From an optimization exercise on the open Yosys and OpenROAD flow, aimed at small area, a short achievable clock period and few clock cycles per item; shortcuts taken in it are not production practice. Only simulation tests tie the RTL to the original design; equivalence was not proved.

blue:
Design md5, start of the top module:
module md5(
      input clk,
      input reset_n,
      input start,
      input [63:0] password,
      output reg done,
      output [127:0] passwd_hash
      );
For scale: roughly 2900 cells after synthesis, roughly 210 flip-flops, ~18000 um^2 of cells after synthesis.
clock: 11.0 ns
lec_check: 0
abc_area: 1
cap_margin: 20
core_margin: 2
core_utilization: 50
slew_margin: 20
standard.sh (not shown) runs the stock make flow with config.mk's settings and CLKGATE_MAP_FILE= SYNTH_SCRIPT=/design/flow/synth_recipe.tcl, a recipe that flattens the netlist after the stock synthesis.
==> flow/flow/run.sh <==
#!/bin/bash
set -euo pipefail
bash standard.sh \
  "BUFFER_PORTS_ARGS=-buffer_cell sky130_fd_sc_hd__buf_1" \
  SETUP_SLACK_MARGIN=6 \
  finish > make_finish.log 2>&1
Testbench counts of blue, summed over its fixed seeds: cycles 13,056, hashes 192.
[inputs] orange vs blue
==> flow/flow/run.sh <==
#!/bin/bash
set -euo pipefail
bash standard.sh \
  "BUFFER_PORTS_ARGS=-buffer_cell sky130_fd_sc_hd__buf_1" \
  SETUP_SLACK_MARGIN=6.5 \
  finish > make_finish.log 2>&1
-- flow/config.mk --
<<< blue, line 9
export CAP_MARGIN = 20
export CORE_MARGIN = 2
export CORE_UTILIZATION = 50
export SLEW_MARGIN = 20
>>> orange, line 9
export CAP_MARGIN = 20
export CORE_MARGIN = 2
export CORE_UTILIZATION = 45
export SLEW_MARGIN = 20
Results
orange completed end to end with timing, DRC and antenna clean. Between orange and blue, it is orange whose final worst-path cycle share is lower, by 2.0 points. There was hardly any difference in clock slew at the register clock pins of the worst setup and hold paths between blue and orange. The clock skew reported for orange is smaller than that of blue by 0.012 ns. Summary — sequential portion of the cell area, orange relative to blue: lower, by 1.3 points.

========
Another version of the RTL of md5 (not shown whole).
Size in the first run: about 200 I/O pins, about 0.018 mm^2 of cells after synthesis.
Settings: LEC_CHECK=0, ABC_AREA=1, CAP_MARGIN=20, CORE_MARGIN=2, CORE_UTILIZATION=40, SLEW_MARGIN=20; clock period 11.0 ns.
run.sh (not shown) runs the stock make flow with config.mk's settings and CLKGATE_MAP_FILE= SYNTH_SCRIPT=/design/flow/synth_recipe.tcl, a recipe that flattens the netlist after the stock synthesis.
Stock flow here: none of the scripts above is used.
Testbench counts at the start, summed over its fixed seeds: cycles 13,056, hashes 192.
==> next run, changes <==
Settings changed: CORE_UTILIZATION 40 to 45, SETUP_SLACK_MARGIN from default to 5.
Result: The changed run passed the timing, design-rule and antenna checks; wire length decreases by 2.5%; sequential share of layout area went down by 0.17 points; critical path depth is higher by 6; final area came out higher by 2.2%; setup slack improves by 1.2 ns; worst hold slack improved by 0.019 ns; synthesized cell count stays the same; die area went down by 11%; first-iteration DRC count rose by 17%; non-clock buffer count increases by 16.

========
md5 with an RTL version that a note above also has.
For scale: roughly 2900 cells after synthesis, about 210 flip-flops, roughly 200 I/O pins.
export LEC_CHECK = 0
export ABC_AREA = 1
export CAP_MARGIN = 20
export CORE_MARGIN = 2
export CORE_UTILIZATION = 55
export CTS_BUF_LIST = sky130_fd_sc_hd__clkbuf_8
export CTS_CLUSTER_SIZE = 25
export SLEW_MARGIN = 20
create_clock -name core_clock -period 11.0 [get_ports {clk}]
standard.sh (not shown) runs the stock make flow with config.mk's settings and CLKGATE_MAP_FILE= SYNTH_SCRIPT=/design/flow/synth_recipe.tcl, a recipe that flattens the netlist after the stock synthesis.
==> flow/flow/run.sh <==
#!/bin/bash
set -euo pipefail
bash standard.sh \
  "BUFFER_PORTS_ARGS=-buffer_cell sky130_fd_sc_hd__buf_1" \
  SETUP_SLACK_MARGIN=6 \
  finish > make_finish.log 2>&1
Testbench counts at the start, summed over its fixed seeds: cycles 13,056, hashes 192.
Rerun with:
- CORE_UTILIZATION: 55 -> 45
Via count falls by roughly a tenth.
Worst hold slack loses 0.022 ns.
Clock skew rose by 0.015 ns.
Count of clock-buffer cells in the layout went up by 1.
Core utilization decreases by 12 points.
Routed wire length went down by roughly a tenth.
Worst setup slack improves by 0.74 ns.

==> afterwards: timing with drivers on the ports <==
The results above use ideal ports. As a check the final layouts listed here were re-extracted and re-timed, cells and wires unchanged.
Step 1 sets driving cells, clkbuf_16 on the clock port and buf_2 on the other inputs (assumed; they add their load-dependent delay and slew).
Step 2 moves the port delays by t, midway between the first and last clock arrival at a register: inputs arrive t later, outputs are due t later. That takes back most of the time a late clock gives input paths.
Slacks: no drivers / after step 1 / after step 2; pairs: no drivers / after step 1.
run	t (ns)	slack for setup (ns)	worst setup path at the end
blue	0.602	6.088 / 6.088 / 5.893	input to register
orange	0.606	6.305 / 6.305 / 6.018	input to register
the first run of note 2	0.526	3.943 / 3.943 / 3.943	register to register
the second run of note 2	0.515	5.178 / 5.178 / 5.108	input to register
the first run of note 3	0.622	5.342 / 5.342 / 5.342	register to register
the second run of note 3	0.670	6.084 / 6.084 / 5.901	input to register
After both steps setup and hold are still met in every run listed. For orange, which loses most, drivers alone change the setup slack by 0.000 ns; drivers and shift together by -0.287 ns.
